From an optimization exercise on the open Yosys and OpenROAD flow, aimed at small area, a short achievable clock period and few clock cycles; shortcuts taken in it are not production practice. Only simulation tests tie the RTL to the original design; equivalence was not proved. Power figures rest on the tool's default switching activity, not on a simulated workload.

<file path="design.v">
`timescale 1ps/1ps
module g_inv  (output wire y, input wire a);
  not U_INV (y, a);
endmodule
module g_and2 (output wire y, input wire a, b);
  and U_AND2 (y, a, b);
endmodule
module g_and3 (output wire y, input wire a, b, c);
  and U_AND3 (y, a, b, c);
endmodule
module g_and4 (output wire y, input wire a, b, c, d);
  and U_AND4 (y, a, b, c, d);
endmodule
module g_or2  (output wire y, input wire a, b);
  or U_OR2  (y, a, b);
endmodule
module g_or3  (output wire y, input wire a, b, c);
  or U_OR3  (y, a, b, c);
endmodule
module g_or4  (output wire y, input wire a, b, c, d);
  or U_OR4  (y, a, b, c, d);
endmodule
`timescale 1ps/1ps
module mux2_1(output logic y, input logic a,b,s);
  logic ns, a0, a1;
  g_inv  U0(ns, s);
  g_and2 U1(a0, a, ns);
  g_and2 U2(a1, b, s);
  g_or2  U3(y, a0, a1);
endmodule
module mux2_64(output logic [63:0] y,
               input  logic [63:0] a,b,
               input  logic        s);
  genvar i;
  generate for (i=0;i<64;i++) begin: loop
    mux2_1 M(y[i], a[i], b[i], s);
	end 
  endgenerate
endmodule
module mux2_32(
  output logic [31:0] out,
  input  logic [31:0] i0,
  input  logic [31:0] i1,
  input  logic        sel
);
  genvar b;
  generate
    for (b = 0; b < 32; b++) begin : MUXBITS
      mux2_1 M(.y (out[b]),.a (i0[b]),.b (i1[b]),.s (sel));
    end
  endgenerate
endmodule
`timescale 1ps/1ps
module mux32_1bit(output logic y, input logic [31:0] d, input logic [4:0] s);
  logic [15:0] L0; genvar i;
  generate for (i=0;i<16;i++) begin: G0
    mux2_1 M(L0[i], d[2*i], d[2*i+1], s[0]);
  end endgenerate
  logic [7:0] L1; 
  generate for (i=0;i<8;i++) begin: G1
    mux2_1 M(L1[i], L0[2*i], L0[2*i+1], s[1]);
  end endgenerate
  logic [3:0] L2; 
  generate for (i=0;i<4;i++) begin: G2
    mux2_1 M(L2[i], L1[2*i], L1[2*i+1], s[2]);
  end endgenerate
  logic [1:0] L3; 
  generate for (i=0;i<2;i++) begin: G3
    mux2_1 M(L3[i], L2[2*i], L2[2*i+1], s[3]);
  end endgenerate
  mux2_1 M4(y, L3[0], L3[1], s[4]);
endmodule
module mux32_64(output logic [63:0] y,
                input  logic [31:0][63:0] d,
                input  logic [4:0]        s);
  genvar n, k;
  generate
    for (n=0; n<64; n++) begin: B
      logic [31:0] slice;
      for (k=0; k<32; k++) begin: K
        assign slice[k] = d[k][n];
      end
      mux32_1bit M(y[n], slice, s);
    end
  endgenerate
endmodule
`timescale 1ps/1ps
module dec2to4(output logic [3:0] y, input logic en, input logic [1:0] a);
  logic na1,na0; 
  g_inv I1(na1,a[1]); 
  g_inv I0(na0,a[0]);
  g_and3 A0(y[0], en, na1, na0);
  g_and3 A1(y[1], en, na1, a[0]);
  g_and3 A2(y[2], en, a[1], na0);
  g_and3 A3(y[3], en, a[1], a[0]);
endmodule
module dec3to8(output logic [7:0] y, input logic en, input logic [2:0] a);
  logic na2,na1,na0;
  g_inv I2(na2,a[2]); 
  g_inv I1(na1,a[1]); 
  g_inv I0(na0,a[0]);
  g_and4 A0(y[0], en, na2,na1,na0);
  g_and4 A1(y[1], en, na2,na1,a[0] );
  g_and4 A2(y[2], en, na2,a[1] ,na0);
  g_and4 A3(y[3], en, na2,a[1] ,a[0] );
  g_and4 A4(y[4], en, a[2] ,na1,na0);
  g_and4 A5(y[5], en, a[2] ,na1,a[0] );
  g_and4 A6(y[6], en, a[2] ,a[1] ,na0);
  g_and4 A7(y[7], en, a[2] ,a[1] ,a[0] );
endmodule
module dec5to32(output logic [31:0] y, input logic en, input logic [4:0] a);
  logic [3:0] d_hi; logic [7:0] d_lo; 
  genvar i,j;
  dec2to4 DHI(d_hi, en,   a[4:3]);
  dec3to8 DLO(d_lo, 1'b1, a[2:0]);
	generate
	  for (i=0; i<4; i++) begin: HI
		 for (j=0; j<8; j++) begin: LO
			g_and2 A( y[i*8 + j], d_hi[i], d_lo[j] );
		 end
	  end
	endgenerate
endmodule
`timescale 1ps/1ps
module D_FF (q, d, reset, clk);
 output reg q;
 input d, reset, clk;
 always_ff @(posedge clk)
 if (reset)
 q <= 0;  
 else
 q <= d;  
endmodule
module reg1_en(output logic q,
               input  logic d, en, reset, clk);
  logic d_next;
  mux2_1 M(.y(d_next), .a(q), .b(d), .s(en));
  D_FF   F(.q(q), .d(d_next), .reset(reset), .clk(clk));
endmodule
module reg64_en(
  output logic [63:0] q,
  input  logic [63:0] d,
  input  logic        en,
  input  logic        reset,
  input  logic        clk);
  genvar i;
  generate
    for (i = 0; i < 64; i++) begin : G
      reg1_en R(q[i], d[i], en, reset, clk);
    end
  endgenerate
endmodule
module regN_en #(parameter int N = 1)(
  output logic [N-1:0] q,
  input  logic [N-1:0] d,
  input  logic         en,
  input  logic         reset,
  input  logic         clk);
  genvar i;
  generate
    for (i = 0; i < N; i++) begin : GEN_REGN
      reg1_en R(q[i], d[i], en, reset, clk);
    end
  endgenerate
endmodule
`timescale 1ps/1ps
module regfile(
  output logic [63:0] ReadData1,
  output logic [63:0] ReadData2,
  input  logic [63:0] WriteData,
  input  logic [4:0]  ReadRegister1,
  input  logic [4:0]  ReadRegister2,
  input  logic [4:0]  WriteRegister,
  input  logic        RegWrite,
  input  logic        clk
);
  wire reset = 1'b0;  
  logic [31:0] wen_raw, wen;
  dec5to32 DEC(wen_raw, RegWrite, WriteRegister);
  assign wen[30:0] = wen_raw[30:0];
  assign wen[31]   = 1'b0;
  logic [31:0][63:0] regs_q;
  assign regs_q[31] = 64'b0;
  genvar r;
  generate for (r=0;r<31;r++) begin: REGS
    reg64_en RX(regs_q[r], WriteData, wen[r], reset, clk);
  end endgenerate
  mux32_64 RD1(ReadData1, regs_q, ReadRegister1);
  mux32_64 RD2(ReadData2, regs_q, ReadRegister2);
endmodule
`timescale 1ps/1ps
module adder1bit (
    output logic sum,
    output logic cout,
    input  logic a, b, cin
);
    logic axb, g1, g2;
    xor U1(axb, a, b);
    xor U2(sum, axb, cin);
    and U3(g1, a, b);
    and U4(g2, axb, cin);
    or U5(cout, g1, g2);
endmodule
module Big_adder64(
  output logic [63:0] sum,
  output logic        cout,
  output logic        cin_msb,
  input  logic [63:0] a,
  input  logic [63:0] b,
  input  logic        cin
);
  logic [63:0] c;
  adder1bit FA0 (.sum(sum[0]),  .cout(c[0]),  .a(a[0]),  .b(b[0]),  .cin(cin));
  genvar i;
  generate
    for (i=1; i<63; i++) begin : G
      adder1bit FA (.sum(sum[i]), .cout(c[i]), .a(a[i]), .b(b[i]), .cin(c[i-1]));
    end
  endgenerate
  adder1bit FA63(.sum(sum[63]), .cout(cout), .a(a[63]), .b(b[63]), .cin(c[62]));
  assign cin_msb = c[62];
endmodule
`timescale 1ps / 1ps
    module
    or_reduce64(output logic out_or, input logic [63:0] din);
logic [31:0] l1;
logic [15:0] l2;
logic [7:0] l3;
logic [3:0] l4;
logic [1:0] l5;
genvar i;
generate for (i = 0; i < 32; i = i + 1) begin : L1 
or OR1(l1[i], din[2 * i], din[2 * i + 1]);
end endgenerate
    generate for (i = 0; i < 16; i = i + 1) begin : L2 
	 or OR2(l2[i], l1[2 * i], l1[2 * i + 1]);
end endgenerate
    generate for (i = 0; i < 8; i = i + 1) begin : L3 
	 or OR3(l3[i], l2[2 * i], l2[2 * i + 1]);
end endgenerate
    generate for (i = 0; i < 4; i = i + 1) begin : L4 
	 or OR4(l4[i], l3[2 * i], l3[2 * i + 1]);
end endgenerate
    generate for (i = 0; i < 2; i = i + 1) begin : L5 
	 or OR5(l5[i], l4[2 * i], l4[2 * i + 1]);
end endgenerate
    or OR6(out_or, l5[0], l5[1]);
endmodule
module alu (
    input  logic [63:0] A,
    input  logic [63:0] B,
    input  logic [2:0]  ALUControl,
    output logic [63:0] Result,
    output logic        Zero,
    output logic        Overflow,
    output logic        CarryOut,
    output logic        Negative
);
    logic n0, n1, n2;
    not N0(n0, ALUControl[0]);
    not N1(n1, ALUControl[1]);
    not N2(n2, ALUControl[2]);
    logic sel_b, sel_add, sel_sub, sel_and, sel_or, sel_xor;
    and D_B   (sel_b,   n2, n1, n0);                     
    and D_ADD (sel_add, n2, ALUControl[1], n0);          
    and D_SUB (sel_sub, n2, ALUControl[1], ALUControl[0]);  
    and D_AND (sel_and, ALUControl[2], n1, n0);          
    and D_OR  (sel_or,  ALUControl[2], n1, ALUControl[0]);  
    and D_XOR (sel_xor, ALUControl[2], ALUControl[1], n0);  
    logic sel_sum;   
    or S_SUM(sel_sum, sel_add, sel_sub);
    logic invert_b;
    assign invert_b = sel_sub;
    logic [63:0] and_ab, or_ab, xor_ab, b_pass;
    genvar i;
    generate
        for (i=0; i<64; i++) begin : GEN_LOGIC
            and GAND(and_ab[i], A[i], B[i]);
            or GOR (or_ab[i],  A[i], B[i]);
            xor GXR (xor_ab[i], A[i], B[i]);
            assign b_pass[i] = B[i];
        end
    endgenerate
    logic [64:0] c;
    logic [63:0] b_mod, sum;
    assign c[0] = sel_sub;  
    generate
        for (i=0; i<64; i++) begin : GEN_ADD
            xor XB(b_mod[i], B[i], invert_b);  
            adder1bit FA(.sum(sum[i]), .cout(c[i+1]), .a(A[i]), .b(b_mod[i]), .cin(c[i]));
        end
    endgenerate
    logic [63:0] b_sel, and_sel, or_sel, xor_sel, sum_sel;
    logic [63:0] or1, or2, or3;
    generate
        for (i=0; i<64; i++) begin : GEN_RES
            and SB(b_sel[i],   b_pass[i], sel_b);
            and SA(and_sel[i], and_ab[i], sel_and);
            and SO(or_sel[i],  or_ab[i],  sel_or);
            and SX(xor_sel[i], xor_ab[i], sel_xor);
            and SS(sum_sel[i], sum[i],    sel_sum);
            or O1(or1[i], b_sel[i], and_sel[i]);     
            or O2(or2[i], or_sel[i], xor_sel[i]);   
            or O3(or3[i], or1[i],   or2[i]);         
            or OR(Result[i], or3[i], sum_sel[i]);    
        end
    endgenerate
    logic carry_raw;
    assign carry_raw = c[64];
    and COG(CarryOut, carry_raw, sel_sum);
    logic ovf_core;
    xor OVX(ovf_core, c[63], c[64]);
    and OVG(Overflow, ovf_core, sel_sum);
    assign Negative = Result[63];
    logic any1;
    or_reduce64 RED(any1, Result);
    not ZN(Zero, any1);
endmodule
module shifter(
	input logic		[63:0]	value,
	input logic					direction,  
	input	logic		[5:0]		distance,
	output logic	[63:0]	result
	);
	always_comb begin
		if (direction == 0)
			result = value << distance;
		else
			result = value >> distance;
	end
endmodule
`timescale 1ns / 10ps
    module
    controller(input logic [31:0] instr, input logic N, Z, C, V,   
               output logic [2:0] alu_ctl, output logic do_setflags, output logic RegWrite,
               output logic Reg2Loc, output logic ALUSrc, output logic MemWrite,
               output logic MemToReg, output logic is_branch, output logic UncondBr,
               output logic IsCBZ, output logic IsLSR);
logic [10:0] op11;
assign op11 = instr [31:21];
logic [9:0] op10;
assign op10 = instr [31:22];
logic [7:0] op8;
assign op8 = instr [31:24];
logic [5:0] op6;
assign op6 = instr [31:26];
logic [3:0] cond;
assign cond = instr [3:0];
logic dec_ADDI;
assign dec_ADDI = (op10 == 10'b1001000100);   
logic dec_ADDS;
assign dec_ADDS = (op11 == 11'b10101011000);   
logic dec_SUBS;
assign dec_SUBS = (op11 == 11'b11101011000);   
logic dec_AND;
assign dec_AND = (op11 == 11'b10001010000);   
logic dec_EOR;
assign dec_EOR = (op11 == 11'b11001010000);   
logic dec_LSR;
assign dec_LSR = (op11 == 11'b11010011010);   
logic dec_LDUR;
assign dec_LDUR = (op11 == 11'b11111000010);   
logic dec_STUR;
assign dec_STUR = (op11 == 11'b11111000000);   
logic dec_B;
assign dec_B = (op6 == 6'b000101);   
logic dec_BLT;
assign dec_BLT = (op8 == 8'b01010100) && (cond == 4'b1011);   
logic dec_CBZ;
assign dec_CBZ = (op8 == 8'b10110100);   
always_comb begin
    alu_ctl = 3'b010;   
do_setflags = 1'b0;
RegWrite = 1'b0;
Reg2Loc = 1'b0;   
ALUSrc = 1'b0;    
MemWrite = 1'b0;
MemToReg = 1'b0;
is_branch = 1'b0;
UncondBr = 1'b0;
IsCBZ = 1'b0;
IsLSR = 1'b0;
if (dec_ADDI) begin RegWrite = 1'b1;
ALUSrc = 1'b1;      
alu_ctl = 3'b010;   
end else if (dec_ADDS) begin RegWrite = 1'b1;
do_setflags = 1'b1;
ALUSrc = 1'b0;   
alu_ctl = 3'b010;
end else if (dec_SUBS) begin RegWrite = 1'b1;
do_setflags = 1'b1;
ALUSrc = 1'b0;
alu_ctl = 3'b011;   
end else if (dec_AND) begin RegWrite = 1'b1;
ALUSrc = 1'b0;
alu_ctl = 3'b100;
end else if (dec_EOR) begin RegWrite = 1'b1;
ALUSrc = 1'b0;
alu_ctl = 3'b110;
end else if (dec_LSR) begin RegWrite = 1'b1;
IsLSR = 1'b1;   
end else if (dec_LDUR) begin RegWrite = 1'b1;
ALUSrc = 1'b1;      
MemToReg = 1'b1;    
alu_ctl = 3'b010;   
end else if (dec_STUR) begin RegWrite = 1'b0;
ALUSrc = 1'b1;   
MemWrite = 1'b1;
Reg2Loc = 1'b1;   
alu_ctl = 3'b010;
end else if (dec_B) begin is_branch = 1'b1;
UncondBr = 1'b1;                                
end else if (dec_BLT) begin is_branch = 1'b1;   
UncondBr = 1'b0;                                
end else if (dec_CBZ) begin IsCBZ = 1'b1;       
Reg2Loc = 1'b1;                                 
end end
    endmodule
module forwarding_unit(input logic [4 : 0] idex_rs1, input logic [4 : 0] idex_rs2,
                       input logic [4 : 0] exmem_rd, input logic [4 : 0] memwb_rd,
                       input logic exmem_regwrite, input logic memwb_regwrite,
                       input logic exmem_memread,   
                       output logic [1 : 0] forwardA, output logic [1 : 0] forwardB);
localparam logic [4:0] XZR_IDX = 5'd31;
always_comb begin
    forwardA = 2'b00;
forwardB = 2'b00;
if (exmem_regwrite && !exmem_memread && (exmem_rd != XZR_IDX))
  begin if (exmem_rd == idex_rs1) forwardA = 2'b10;
if (exmem_rd == idex_rs2) forwardB = 2'b10;
end
    if (memwb_regwrite && (memwb_rd != XZR_IDX))
        begin if ((memwb_rd == idex_rs1) && (forwardA == 2'b00)) forwardA = 2'b01;
if ((memwb_rd == idex_rs2) && (forwardB == 2'b00)) forwardB = 2'b01;
end end endmodule
`timescale 1ns / 10ps
    module
    pipecpu(input logic clk, input logic reset,
            output logic [63:0] imem_addr, input logic [31:0] imem_data,
            output logic [63:0] dmem_addr, output logic dmem_we, output logic dmem_re,
            output logic [63:0] dmem_wdata, input logic [63:0] dmem_rdata);
logic N_q, Z_q, C_q, V_q;
logic [63:0] pc_q_if, pc_next, pc_plus4_if;
logic [31:0] instr_if;
reg64_en PC_IF(.q(pc_q_if), .d(pc_next), .en(1'b1), .reset(reset), .clk(clk));
logic [63:0] PC_q;
logic [31:0] Instruction;
assign PC_q = pc_q_if;
assign Instruction = instr_if;
alu ADD_PC4(.A(pc_q_if), .B(64'd4), .ALUControl(3'b010), .Result(pc_plus4_if), .Zero(), .Overflow(),
            .CarryOut(), .Negative());
assign imem_addr = pc_q_if;
assign instr_if = imem_data;
logic [63:0] ifid_pc_q;
logic [31:0] ifid_instr_q;
logic ex_branch_taken;
logic [31:0] ifid_instr_next;
logic [31:0] nop_instr;
assign nop_instr = 32'h910003FF;
reg64_en IFID_PC(.q(ifid_pc_q), .d(pc_q_if), .en(1'b1), .reset(reset), .clk(clk));
mux2_32 IFID_FLUSH_MUX(.out(ifid_instr_next), .i0(instr_if), .i1(nop_instr), .sel(ex_branch_taken));
regN_en #(.N(32))IFID_IR(.q(ifid_instr_q), .d(ifid_instr_next), .en(1'b1), .reset(reset),
                         .clk(clk));
logic [63:0] pc_id;
logic [31:0] instr_id;
assign pc_id = ifid_pc_q;
assign instr_id = ifid_instr_q;
logic [4:0] Rd_id, Rn_id, Rm_id;
logic [5:0] Shamt_id;
logic [11:0] Imm12_id;
logic [18:0] CondAddr19_id;
logic [25:0] BrAddr26_id;
logic [8:0] DAddr9_id;
assign Rd_id = instr_id [4:0];
assign Rn_id = instr_id [9:5];
assign Rm_id = instr_id [20:16];
assign Shamt_id = instr_id [15:10];
assign Imm12_id = instr_id [21:10];
assign CondAddr19_id = instr_id [23:5];
assign BrAddr26_id = instr_id [25:0];
assign DAddr9_id = instr_id [20:12];
logic [63:0] SE_Imm12_id, SE_DAddr9_id, SE_CondAddr_id, SE_BrAddr_id;
assign SE_Imm12_id = {52'b0, Imm12_id};                                     
assign SE_DAddr9_id = {{55 {DAddr9_id[8]}}, DAddr9_id};                     
assign SE_CondAddr_id = {{45 {CondAddr19_id[18]}}, CondAddr19_id, 2'b00};   
assign SE_BrAddr_id = {{37 {BrAddr26_id[25]}}, BrAddr26_id, 2'b00};         
logic [2:0] ALUOp_id;
logic do_setflags_id;
logic RegWrite_id, Reg2Loc_id, ALUSrc_id;
logic MemWrite_id, MemToReg_id;
logic is_branch_id, UncondBr_id, IsCBZ_id, IsLSR_id;
controller CTRL_ID(.instr(instr_id), .N(N_q), .Z(Z_q), .C(C_q), .V(V_q), .alu_ctl(ALUOp_id),
                   .do_setflags(do_setflags_id), .RegWrite(RegWrite_id), .Reg2Loc(Reg2Loc_id),
                   .ALUSrc(ALUSrc_id), .MemWrite(MemWrite_id), .MemToReg(MemToReg_id),
                   .is_branch(is_branch_id), .UncondBr(UncondBr_id), .IsCBZ(IsCBZ_id),
                   .IsLSR(IsLSR_id));
logic [63:0] wb_write_data;
logic [4:0] wb_rd_addr;
logic wb_reg_write;
localparam logic [4:0] XZR_IDX = 5'd31;
logic [4:0] Aa_id, Ab_id;
logic aa_sel_id;
g_or2 OR_AA_ID(aa_sel_id, IsCBZ_id, is_branch_id);
genvar ia;
generate for (ia = 0; ia < 5; ia++) begin :
    GEN_AA_ID mux2_1 M_AA_ID(.y(Aa_id[ia]), .a(Rn_id[ia]), .b(XZR_IDX[ia]), .s(aa_sel_id));
end endgenerate
    genvar ib;
generate for (ib = 0; ib < 5; ib++) begin :
    GEN_AB_ID mux2_1 M_AB_ID(.y(Ab_id[ib]), .a(Rm_id[ib]), .b(Rd_id[ib]), .s(Reg2Loc_id));
end endgenerate
logic [63:0] Da_id,
    Db_id;
regfile RF(.ReadData1(Da_id), .ReadData2(Db_id), .WriteData(wb_write_data), .ReadRegister1(Aa_id),
           .ReadRegister2(Ab_id), .WriteRegister(wb_rd_addr), .RegWrite(wb_reg_write), .clk(clk));
logic idA_sel_wb, idB_sel_wb;
logic [63:0] idA_val, idB_val;
logic [4:0] xnor_a;
logic and_a_4, and_a_3, and_a_2, and_a_1, eq_a;
genvar xa;
generate for (xa = 0; xa < 5; xa++) begin :
    CMP_A xnor XNOR_A(xnor_a[xa], wb_rd_addr[xa], Aa_id[xa]);
end endgenerate
    and AND_A4(and_a_4, xnor_a[4], xnor_a[3]);
and AND_A3(and_a_3, xnor_a[2], xnor_a[1]);
and AND_A2(and_a_2, and_a_4, and_a_3);
and AND_A1(eq_a, and_a_2, xnor_a[0]);
logic [4:0] xnor_a_31;
logic and_a31_4, and_a31_3, and_a31_2, eq_a_31, not_eq_a_31;
genvar ya;
generate for (ya = 0; ya < 5; ya++) begin :
    CMP_A31 xnor XNOR_A31(xnor_a_31[ya], Aa_id[ya], XZR_IDX[ya]);
end endgenerate
    and AND_A31_4(and_a31_4, xnor_a_31[4], xnor_a_31[3]);
and AND_A31_3(and_a31_3, xnor_a_31[2], xnor_a_31[1]);
and AND_A31_2(and_a31_2, and_a31_4, and_a31_3);
and AND_A31_1(eq_a_31, and_a31_2, xnor_a_31[0]);
not NOT_A31(not_eq_a_31, eq_a_31);
and AND_BYPA(idA_sel_wb, wb_reg_write, eq_a, not_eq_a_31);
logic [4:0] xnor_b;
logic and_b_4, and_b_3, and_b_2, and_b_1, eq_b;
genvar xb;
generate for (xb = 0; xb < 5; xb++) begin :
    CMP_B xnor XNOR_B(xnor_b[xb], wb_rd_addr[xb], Ab_id[xb]);
end endgenerate
    and AND_B4(and_b_4, xnor_b[4], xnor_b[3]);
and AND_B3(and_b_3, xnor_b[2], xnor_b[1]);
and AND_B2(and_b_2, and_b_4, and_b_3);
and AND_B1(eq_b, and_b_2, xnor_b[0]);
logic [4:0] xnor_b_31;
logic and_b31_4, and_b31_3, and_b31_2, eq_b_31, not_eq_b_31;
genvar yb;
generate for (yb = 0; yb < 5; yb++) begin :
    CMP_B31 xnor XNOR_B31(xnor_b_31[yb], Ab_id[yb], XZR_IDX[yb]);
end endgenerate
    and AND_B31_4(and_b31_4, xnor_b_31[4], xnor_b_31[3]);
and AND_B31_3(and_b31_3, xnor_b_31[2], xnor_b_31[1]);
and AND_B31_2(and_b31_2, and_b31_4, and_b31_3);
and AND_B31_1(eq_b_31, and_b31_2, xnor_b_31[0]);
not NOT_B31(not_eq_b_31, eq_b_31);
and AND_BYPB(idB_sel_wb, wb_reg_write, eq_b, not_eq_b_31);
mux2_64 IDA_MUX(.y(idA_val), .a(Da_id), .b(wb_write_data), .s(idA_sel_wb));
mux2_64 IDB_MUX(.y(idB_val), .a(Db_id), .b(wb_write_data), .s(idB_sel_wb));
logic [63:0] idex_pc_q;
logic [63:0] idex_rs1_data_q, idex_rs2_data_q;
logic [63:0] idex_imm12_q, idex_daddr9_q, idex_condaddr_q, idex_braddr_q;
logic [5:0] idex_shamt_q;
logic [4:0] idex_rs1_addr_q, idex_rs2_addr_q, idex_rd_addr_q;
logic [2:0] idex_aluop_q;
logic idex_do_setflags_q;
logic idex_RegWrite_q, idex_Reg2Loc_q, idex_ALUSrc_q;
logic idex_MemWrite_q, idex_MemToReg_q;
logic idex_is_branch_q, idex_UncondBr_q, idex_IsCBZ_q, idex_IsLSR_q;
localparam logic ID_EX_EN = 1'b1;
reg64_en IDEX_PC(.q(idex_pc_q), .d(pc_id), .en(ID_EX_EN), .reset(reset), .clk(clk));
reg64_en IDEX_RS1(.q(idex_rs1_data_q), .d(idA_val), .en(ID_EX_EN), .reset(reset), .clk(clk));
reg64_en IDEX_RS2(.q(idex_rs2_data_q), .d(idB_val), .en(ID_EX_EN), .reset(reset), .clk(clk));
reg64_en IDEX_IMM12(.q(idex_imm12_q), .d(SE_Imm12_id), .en(ID_EX_EN), .reset(reset), .clk(clk));
reg64_en IDEX_DADDR9(.q(idex_daddr9_q), .d(SE_DAddr9_id), .en(ID_EX_EN), .reset(reset), .clk(clk));
reg64_en IDEX_COND19(.q(idex_condaddr_q), .d(SE_CondAddr_id), .en(ID_EX_EN), .reset(reset),
                     .clk(clk));
reg64_en IDEX_BR26(.q(idex_braddr_q), .d(SE_BrAddr_id), .en(ID_EX_EN), .reset(reset), .clk(clk));
regN_en #(.N(6))IDEX_SHAMT(.q(idex_shamt_q), .d(Shamt_id), .en(ID_EX_EN), .reset(reset), .clk(clk));
regN_en #(.N(5))IDEX_RS1A(.q(idex_rs1_addr_q), .d(Aa_id), .en(ID_EX_EN), .reset(reset), .clk(clk));
regN_en #(.N(5))IDEX_RS2A(.q(idex_rs2_addr_q), .d(Ab_id), .en(ID_EX_EN), .reset(reset), .clk(clk));
regN_en #(.N(5))IDEX_RDA(.q(idex_rd_addr_q), .d(Rd_id), .en(ID_EX_EN), .reset(reset), .clk(clk));
regN_en #(.N(3))IDEX_ALUOP(.q(idex_aluop_q), .d(ALUOp_id), .en(ID_EX_EN), .reset(reset), .clk(clk));
reg1_en IDEX_SETFL(.q(idex_do_setflags_q), .d(do_setflags_id), .en(ID_EX_EN), .reset(reset),
                   .clk(clk));
reg1_en IDEX_RW(.q(idex_RegWrite_q), .d(RegWrite_id), .en(ID_EX_EN), .reset(reset), .clk(clk));
reg1_en IDEX_R2L(.q(idex_Reg2Loc_q), .d(Reg2Loc_id), .en(ID_EX_EN), .reset(reset), .clk(clk));
reg1_en IDEX_AS(.q(idex_ALUSrc_q), .d(ALUSrc_id), .en(ID_EX_EN), .reset(reset), .clk(clk));
reg1_en IDEX_MW(.q(idex_MemWrite_q), .d(MemWrite_id), .en(ID_EX_EN), .reset(reset), .clk(clk));
reg1_en IDEX_MTR(.q(idex_MemToReg_q), .d(MemToReg_id), .en(ID_EX_EN), .reset(reset), .clk(clk));
reg1_en IDEX_BR(.q(idex_is_branch_q), .d(is_branch_id), .en(ID_EX_EN), .reset(reset), .clk(clk));
reg1_en IDEX_UBR(.q(idex_UncondBr_q), .d(UncondBr_id), .en(ID_EX_EN), .reset(reset), .clk(clk));
reg1_en IDEX_CBZ(.q(idex_IsCBZ_q), .d(IsCBZ_id), .en(ID_EX_EN), .reset(reset), .clk(clk));
reg1_en IDEX_LSR(.q(idex_IsLSR_q), .d(IsLSR_id), .en(ID_EX_EN), .reset(reset), .clk(clk));
logic [1:0] fwdA_sel, fwdB_sel;
logic [4:0] exmem_rd_addr_q, memwb_rd_addr_q;
logic exmem_RegWrite_q, memwb_RegWrite_q;
logic exmem_MemToReg_q;   
forwarding_unit FWD(.idex_rs1(idex_rs1_addr_q), .idex_rs2(idex_rs2_addr_q),
                    .exmem_rd(exmem_rd_addr_q), .memwb_rd(memwb_rd_addr_q),
                    .exmem_regwrite(exmem_RegWrite_q), .memwb_regwrite(memwb_RegWrite_q),
                    .exmem_memread(exmem_MemToReg_q), .forwardA(fwdA_sel), .forwardB(fwdB_sel));
logic [63:0] exmem_alu_y_q;
logic [63:0] memwb_alu_y_q;
logic [63:0] memwb_mem_y_q;
logic [63:0] memwb_shf_y_q;
logic memwb_MemToReg_q;
logic memwb_IsLSR_q;
logic exmem_IsLSR_q;
logic [63:0] exmem_shf_y_q;
logic [63:0] wb_from_mem_or_alu;
mux2_64 WB_MEMMUX(.y(wb_from_mem_or_alu), .a(memwb_alu_y_q), .b(memwb_mem_y_q),
                  .s(memwb_MemToReg_q));
mux2_64 WB_SHIFTMUX(.y(wb_write_data), .a(wb_from_mem_or_alu), .b(memwb_shf_y_q),
                    .s(memwb_IsLSR_q));
logic [63:0] ex_A_src0, ex_A_src;
logic [63:0] ex_B_src0, ex_B_src;
logic [63:0] exmem_fwd_value;
mux2_64 EXMEM_FWD_MUX(.y(exmem_fwd_value), .a(exmem_alu_y_q), .b(exmem_shf_y_q), .s(exmem_IsLSR_q));
mux2_64 FWD_A0(.y(ex_A_src0), .a(idex_rs1_data_q), .b(wb_write_data), .s(fwdA_sel[0]));
mux2_64 FWD_A1(.y(ex_A_src), .a(ex_A_src0), .b(exmem_fwd_value), .s(fwdA_sel[1]));
mux2_64 FWD_B0(.y(ex_B_src0), .a(idex_rs2_data_q), .b(wb_write_data), .s(fwdB_sel[0]));
mux2_64 FWD_B1(.y(ex_B_src), .a(ex_B_src0), .b(exmem_fwd_value), .s(fwdB_sel[1]));
logic memOp_ex;
logic [63:0] ExtImm_ex;
logic [63:0] ALU_B_ex;
g_or2 OR_MEMOP_EX(memOp_ex, idex_MemWrite_q, idex_MemToReg_q);
mux2_64 MUX_EXTIMM_EX(.y(ExtImm_ex), .a(idex_imm12_q), .b(idex_daddr9_q), .s(memOp_ex));
mux2_64 MUX_ALUB_EX(.y(ALU_B_ex), .a(ex_B_src), .b(ExtImm_ex), .s(idex_ALUSrc_q));
logic [63:0] ALU_Y_ex;
logic flagZ_ex, flagN_ex, flagV_ex, flagC_ex;
alu ALU_EX(.A(ex_A_src), .B(ALU_B_ex), .ALUControl(idex_aluop_q), .Result(ALU_Y_ex),
           .Zero(flagZ_ex), .Overflow(flagV_ex), .CarryOut(flagC_ex), .Negative(flagN_ex));
reg1_en FN(.q(N_q), .d(flagN_ex), .en(idex_do_setflags_q), .reset(reset), .clk(clk));
reg1_en FZ(.q(Z_q), .d(flagZ_ex), .en(idex_do_setflags_q), .reset(reset), .clk(clk));
reg1_en FC(.q(C_q), .d(flagC_ex), .en(idex_do_setflags_q), .reset(reset), .clk(clk));
reg1_en FV(.q(V_q), .d(flagV_ex), .en(idex_do_setflags_q), .reset(reset), .clk(clk));
logic [63:0] SHF_Y_ex;
shifter SHIFT_EX(.value(ex_A_src), .direction(1'b1), .distance(idex_shamt_q),
                 .result(SHF_Y_ex));   
logic [63:0] BrOffset_ex, PC_branch_ex;
mux2_64 MUX_BROFF_EX(.y(BrOffset_ex), .a(idex_condaddr_q), .b(idex_braddr_q), .s(idex_UncondBr_q));
alu ADD_BR_EX(.A(idex_pc_q), .B(BrOffset_ex), .ALUControl(3'b010), .Result(PC_branch_ex), .Zero(),
              .Overflow(), .CarryOut(), .Negative());
logic db_any_ex, db_is_zero_ex;
or_reduce64 OR_DB_EX(.out_or(db_any_ex), .din(ex_B_src));
g_inv INVZ_EX(db_is_zero_ex, db_any_ex);
logic nN_ex, nV_ex, tNV_ex, tVN_ex, cond_lt_ex;
g_inv INVN_EX(nN_ex, N_q);
g_inv INVV_EX(nV_ex, V_q);
g_and2 A1_EX(tNV_ex, N_q, nV_ex);
g_and2 A2_EX(tVN_ex, nN_ex, V_q);
g_or2 OX_EX(cond_lt_ex, tNV_ex, tVN_ex);
logic nUncondBr_ex, t_uncond_ex, t_cond_pre_ex, t_cond_ex, t_cbz_ex, t_or1_ex;
g_inv NUC_EX(nUncondBr_ex, idex_UncondBr_q);
g_and2 A_UNC_EX(t_uncond_ex, idex_is_branch_q, idex_UncondBr_q);
g_and2 A_PRE_EX(t_cond_pre_ex, idex_is_branch_q, nUncondBr_ex);
g_and2 A_COND_EX(t_cond_ex, t_cond_pre_ex, cond_lt_ex);
g_and2 A_CBZ_EX(t_cbz_ex, idex_IsCBZ_q, db_is_zero_ex);
g_or2 O1_EX(t_or1_ex, t_uncond_ex, t_cond_ex);
g_or2 O2_EX(ex_branch_taken, t_or1_ex, t_cbz_ex);
logic [63:0] exmem_pc_q;
logic [63:0] exmem_store_data_q;
logic exmem_MemWrite_q;
reg64_en EXMEM_PC(.q(exmem_pc_q), .d(idex_pc_q), .en(1'b1), .reset(reset), .clk(clk));
reg64_en EXMEM_ALU_Y(.q(exmem_alu_y_q), .d(ALU_Y_ex), .en(1'b1), .reset(reset), .clk(clk));
reg64_en EXMEM_STORE(.q(exmem_store_data_q), .d(ex_B_src), .en(1'b1), .reset(reset), .clk(clk));
reg64_en EXMEM_SHF(.q(exmem_shf_y_q), .d(SHF_Y_ex), .en(1'b1), .reset(reset), .clk(clk));
regN_en #(.N(5))EXMEM_RD(.q(exmem_rd_addr_q), .d(idex_rd_addr_q), .en(1'b1), .reset(reset),
                         .clk(clk));
reg1_en EXMEM_MW(.q(exmem_MemWrite_q), .d(idex_MemWrite_q), .en(1'b1), .reset(reset), .clk(clk));
reg1_en EXMEM_MTR(.q(exmem_MemToReg_q), .d(idex_MemToReg_q), .en(1'b1), .reset(reset), .clk(clk));
reg1_en EXMEM_LSR(.q(exmem_IsLSR_q), .d(idex_IsLSR_q), .en(1'b1), .reset(reset), .clk(clk));
reg1_en EXMEM_RW(.q(exmem_RegWrite_q), .d(idex_RegWrite_q), .en(1'b1), .reset(reset), .clk(clk));
logic [63:0] DMEM_Dout;
assign dmem_addr = exmem_alu_y_q;
assign dmem_we = exmem_MemWrite_q;
assign dmem_re = exmem_MemToReg_q;   
assign dmem_wdata = exmem_store_data_q;
assign DMEM_Dout = dmem_rdata;
reg64_en MEMWB_ALU_Y(.q(memwb_alu_y_q), .d(exmem_alu_y_q), .en(1'b1), .reset(reset), .clk(clk));
reg64_en MEMWB_MEM_Y(.q(memwb_mem_y_q), .d(DMEM_Dout), .en(1'b1), .reset(reset), .clk(clk));
reg64_en MEMWB_SHF_Y(.q(memwb_shf_y_q), .d(exmem_shf_y_q), .en(1'b1), .reset(reset), .clk(clk));
regN_en #(.N(5))MEMWB_RD(.q(memwb_rd_addr_q), .d(exmem_rd_addr_q), .en(1'b1), .reset(reset),
                         .clk(clk));
reg1_en MEMWB_MTR(.q(memwb_MemToReg_q), .d(exmem_MemToReg_q), .en(1'b1), .reset(reset), .clk(clk));
reg1_en MEMWB_LSR(.q(memwb_IsLSR_q), .d(exmem_IsLSR_q), .en(1'b1), .reset(reset), .clk(clk));
reg1_en MEMWB_RW(.q(memwb_RegWrite_q), .d(exmem_RegWrite_q), .en(1'b1), .reset(reset), .clk(clk));
assign wb_rd_addr = memwb_rd_addr_q;
assign wb_reg_write = memwb_RegWrite_q;
mux2_64 MUX_NPC(.y(pc_next), .a(pc_plus4_if), .b(PC_branch_ex), .s(ex_branch_taken));
endmodule
</file>
<file path="run.sh">
#!/bin/bash
# synth_recipe.tcl (not shown) runs the flow's synth.tcl, then flattens the netlist and writes it again
# the make line also repeats each setting of config.mk as NAME=value (left out here)
make -C /OpenROAD-flow-scripts/flow DESIGN_CONFIG=/design/flow/config.mk WORK_HOME=/design/flow/orfs CLKGATE_MAP_FILE= SYNTH_SCRIPT=/design/flow/synth_recipe.tcl finish
</file>
<file path="config.mk">
export PLATFORM = sky130hd
export DESIGN_NAME = pipecpu
export DESIGN_NICKNAME = pipecpu
export VERILOG_FILES = /design/flow/design.v
export SDC_FILE = /design/flow/constraint.sdc
export NUM_CORES = 4
export LEC_CHECK = 0
export CAP_MARGIN = 20
export CORE_MARGIN = 2
export CORE_UTILIZATION = 40
export SLEW_MARGIN = 20
</file>
<file path="constraint.sdc">
create_clock -name core_clock -period 28.0 [get_ports {clk}]
set_input_delay 5.6000 -clock core_clock [delete_from_list [all_inputs] [get_ports {clk}]]
set_output_delay 5.6000 -clock core_clock [all_outputs]
set_load 0.01 [all_outputs]
</file>
==> run_results.csv <==
group,metric,value,unit
die,ios,292,
die,initial_utilization,40.2,%
worst_setup_path,worstReg2RegStart,"IDEX_RS2A.GEN_REGN[0].R.F.q",
sta,period_share,97.9,%
die,rows,213,
detailed_routing,avgViaCountPerCell,6.80,
detailed_routing,route.detailed.drc,0,
detailed_routing,wl_per_cell,40.8,um
pwr,vdd_drop_max,54.0,uV
placement,dp_worst_setup_slack,-0.213,ns
logic_synthesis,yosysUniqueCellTypes,89,
hold_path,whs_path_depth,1,
detailed_routing,drt-total-wl,616000,um
finish,utilization,45.5,%
worst_setup_path,critPathKind,"flop to flop",
logic_synthesis,seq_area_frac_synth,56.0,%
logic_synthesis,synth_top_family_by_area,"multiplexers",
placement,gp_congestion,1.01,
worst_setup_path,slowest_stage,"or3_2",
logic_synthesis,ys_ff_latch,2787,
finish,area_delta_synth_final,13.2,%
logic_synthesis,synth-xor-area-share,0.635,%
clock_tree,clkSinkCount,2787,
logic_synthesis,synth_area,135000,um^2
logic_synthesis,synth_simple_gate_area_share,7.78,%
placement,dp_hpwl,388000,um
sta,slew_viol_final,0,
worst_setup_path,critPathMaxStageDelay,0.53,ns
sta,setup_viol,0,
clock_tree,cts-root-buf,"clkbuf_16",
worst_setup_path,critPathRequiredTime,28.85,ns
sta,whs,0.435,ns
clock_tree,cts_buffers,301,
clock_tree,cts_tree,"built",
die,core_area,336000,um^2
finish,final_nets,10700,
logic_synthesis,syn-num-nets,10800,
pwr,powerDensity,65.6,nW/um^2
logic_synthesis,async_reset_ff_share,0,%
sta,worst_clock_skew,0.0531,ns
global_route,grtUsageMet1,45.3,%
logic_synthesis,synth_compound_area_share,11.6,%
logic_synthesis,synth_top_flop_cell,"edfxtp_1",
flow_run,cap_violations,0,
finish,final_cell_mix,"edfxtp_1, nand2_1, dfxtp_1, mux2i_1, mux4_2",
die,dieArea,343000,um^2
sta,period_needed,27.41,ns
sta,hold_viol,0,
die,die_y,585,um
sta,fmax,36.5,MHz
worst_setup_path,worst_setup_path_end_kind,"flop",
worst_setup_path,worstSetupStartpointType,"flop",
placement,io_buffers,291,
global_route,grt_pass1_wl,831000,um
logic_synthesis,syn_area_per_cell,13.0,um^2
die,die_x,585,um
detailed_routing,drt_iter0_drc,17500,
worst_setup_path,crit_arrival,28.26,ns
worst_setup_path,crit_fanout,4,
clock_tree,cts_max_level,5,
worst_setup_path,timing.reg2reg.setup_slack,0.59,ns
sta,setup_ws,0.589,ns
global_route,grt_util_met2,50.4,%
logic_synthesis,synth_adder_area_share,3.57,%
global_route,top_usage_layer,"met2",
pwr,p_leak,0.0530,uW
global_route,grt_pass1_vias,98300,
global_route,grt.total_usage,35.0,%
finish,drive_gt1_share,18.0,%
hold_path,min_path_type,"flop to flop",
logic_synthesis,muxShareOfSynthArea,16.0,%
worst_setup_path,setup.worst_path.start,"IDEX_RS2A.GEN_REGN[0].R.F.q",
worst_setup_path,reg2reg_depth,79,
logic_synthesis,synth_edf_count,1984,
clock_tree,cts_buffer_depth,4,
sta,setup_tns,0,ns
global_route,grt_max_degree,160,
clock_tree,clkLatencyLatePin,0.96,ns
global_route,antenna_found_initial,86,
clock_tree,clk_pin_slew,0.06,ns
finish,final_common_cell,"edfxtp_1",
logic_synthesis,yosys_warnings,4,
worst_setup_path,cpMostUsedCell,"fa_1",
detailed_routing,vias,103000,
detailed_routing,drtAntennaViolNets,0,
sta,tightest_slew,1.26,ns
run_status,status,"complete, no violations",
clock_tree,postCtsSetupBuffers,0,
detailed_routing,drtPass1Iterations,9,
global_route,use_met3,11.5,%
sta,relSlewSlack,15.8,%
global_route,grt_overflow_total,0,
logic_synthesis,synth_cells,10400,
Yosys cell counts, types with 30 or more instances:
| cell type | n | share of area [%] |
|---|---|---|
| nand3_1 | 87 | 0.32 |
| a221oi_1 | 257 | 1.7 |
| buf_1 | 69 | 0.19 |
| a31oi_1 | 157 | 0.73 |
| o211ai_1 | 30 | 0.17 |
| o21ai_0 | 387 | 1.4 |
| a222oi_1 | 61 | 0.45 |
| a21o_1 | 68 | 0.38 |
| o31ai_1 | 145 | 0.81 |
| fa_1 | 123 | 1.8 |
| o32ai_1 | 52 | 0.34 |
| inv_1 | 154 | 0.43 |
| a211oi_1 | 49 | 0.27 |
| o221ai_1 | 144 | 0.93 |
| o221a_1 | 38 | 0.32 |
| ha_1 | 189 | 1.7 |
| dfxtp_1 | 803 | 12 |
| and3_1 | 95 | 0.44 |
| o311ai_0 | 61 | 0.40 |
| o22ai_1 | 178 | 0.82 |
| buf_4 | 251 | 1.4 |
| edfxtp_1 | 1984 | 44 |
| a21oi_1 | 263 | 0.97 |
| nand4_1 | 85 | 0.39 |
| o21ai_1 | 66 | 0.24 |
| xnor2_1 | 93 | 0.60 |
| mux2_2 | 296 | 2.5 |
| nor4_1 | 93 | 0.43 |
| nand2_1 | 973 | 2.7 |
| clkbuf_1 | 557 | 1.5 |
| mux2i_1 | 710 | 5.3 |
| nor2b_1 | 370 | 1.7 |
| a32o_1 | 32 | 0.24 |
| mux4_2 | 492 | 8.2 |
| nor3_1 | 91 | 0.34 |
| buf_2 | 187 | 0.69 |
| nor2_1 | 331 | 0.92 |
worst min path at each step:
| stage | startpoint | to |
|---|---|---|
| floorplan | IDEX_LSR.F.q | EXMEM_LSR.F.q |
| global placement | IFID_PC.G[34].R.F.q | IDEX_PC.G[34].R.F.q |
| detailed placement | IFID_PC.G[11].R.F.q | IDEX_PC.G[11].R.F.q |
| CTS | IFID_PC.G[23].R.F.q | IDEX_PC.G[23].R.F.q |
| global route | IFID_PC.G[23].R.F.q | IDEX_PC.G[23].R.F.q |
| finish | IFID_PC.G[23].R.F.q | IDEX_PC.G[23].R.F.q |
through the flow:
| stage | power (uW) | instances | area [um^2] |
|---|---|---|---|
| finish | 10000 | 15100 | 153000 |
| global route | 10200 | 15100 | 153000 |
| CTS | 9980 | 15100 | 153000 |
| detailed placement | 5900 | 14500 | 143000 |
| global placement | 5890 | 14500 | 143000 |
| floorplan | 5290 | 10400 | 135000 |
timing repair:
item | CTS | global route
setup endpoints to repair | 2 | 6
hold buffers | 0 | 0
pin swaps | 0 | 4
resized for setup | 7 | 35
worst max-delay path: cells and delay by family, from the launching register on:
family	cells	cell delay (ns)
fa+ha+maj	63	24.47
flops	1	0.38
simple gates	4	0.86
compound gates	7	0.97
buf+inv	4	0.45
xor+xnor	1	0.13
area by class of cell:
cell class                      count  area (um^2)
Inverter                          163          629
Timing Repair Buffer              708         6330
Clock buffer                      398         8360
Antenna cell                       49          123
Multi-Input combinational cell   6343        54500
Fill cell                       29800       183000
Sequential cell                  2787        75700
Tap cell                         4515         5650
Clock inverter                    151         1730
power breakdown:
group	switching (uW)	internal, uW
clock network	1790	2360
registers	98.0	4490
logic	888	405
total	2770	7260
routing by layer:
| metal | vias up | wire, um |
|---|---|---|
| met2 | 8837 | 256000 |
| li1 | 40100 | - |
| met5 | - | 423 |
| met4 | 50 | 47100 |
| met3 | 2186 | 89000 |
| met1 | 51600 | 223000 |
logic make-up (layout without fill, tap and decap cells):
family                   count (synthesis)  in the layout
flip-flops                            2787           2787
AND/OR/NAND/NOR                       2217           2217
AO/OA/AOI/OAI                         2209           2209
multiplexers                          1507           1507
buffers and inverters                 1241           1420
adder cells (fa/ha/maj)                312            312
XOR/XNOR                                98             98
other                                    0             49
Testbench counts, summed over its fixed seeds: cycles 38,388.

## re-timing with driven ports
The flow's constraints put no driver on any port. The routed layout listed below was extracted and timed again, unchanged, in two steps. Step 1, drivers: a clkbuf_16 drives clk and a buf_2 each remaining input, both assumed. Step 2 moves the port delays by t, midway between the first and last clock arrival at a register: inputs arrive t later, outputs are due t later. That takes back most of the time a late clock gives input paths. Slacks: no drivers / after step 1 / after step 2; pairs: no drivers / after step 1.
t (ns): 1.038
slack for setup (ns): 0.589 / 0.589 / 0.589
clock arrival spread, ns: 0.054 / 0.055
worst slew at a driven data input, ns: 0.26
cell pins on the clock port's net: 1
After both steps this run still meets setup and hold. The setup slack of this run moves by 0.000 ns with the drivers and by 0.000 ns with both steps.
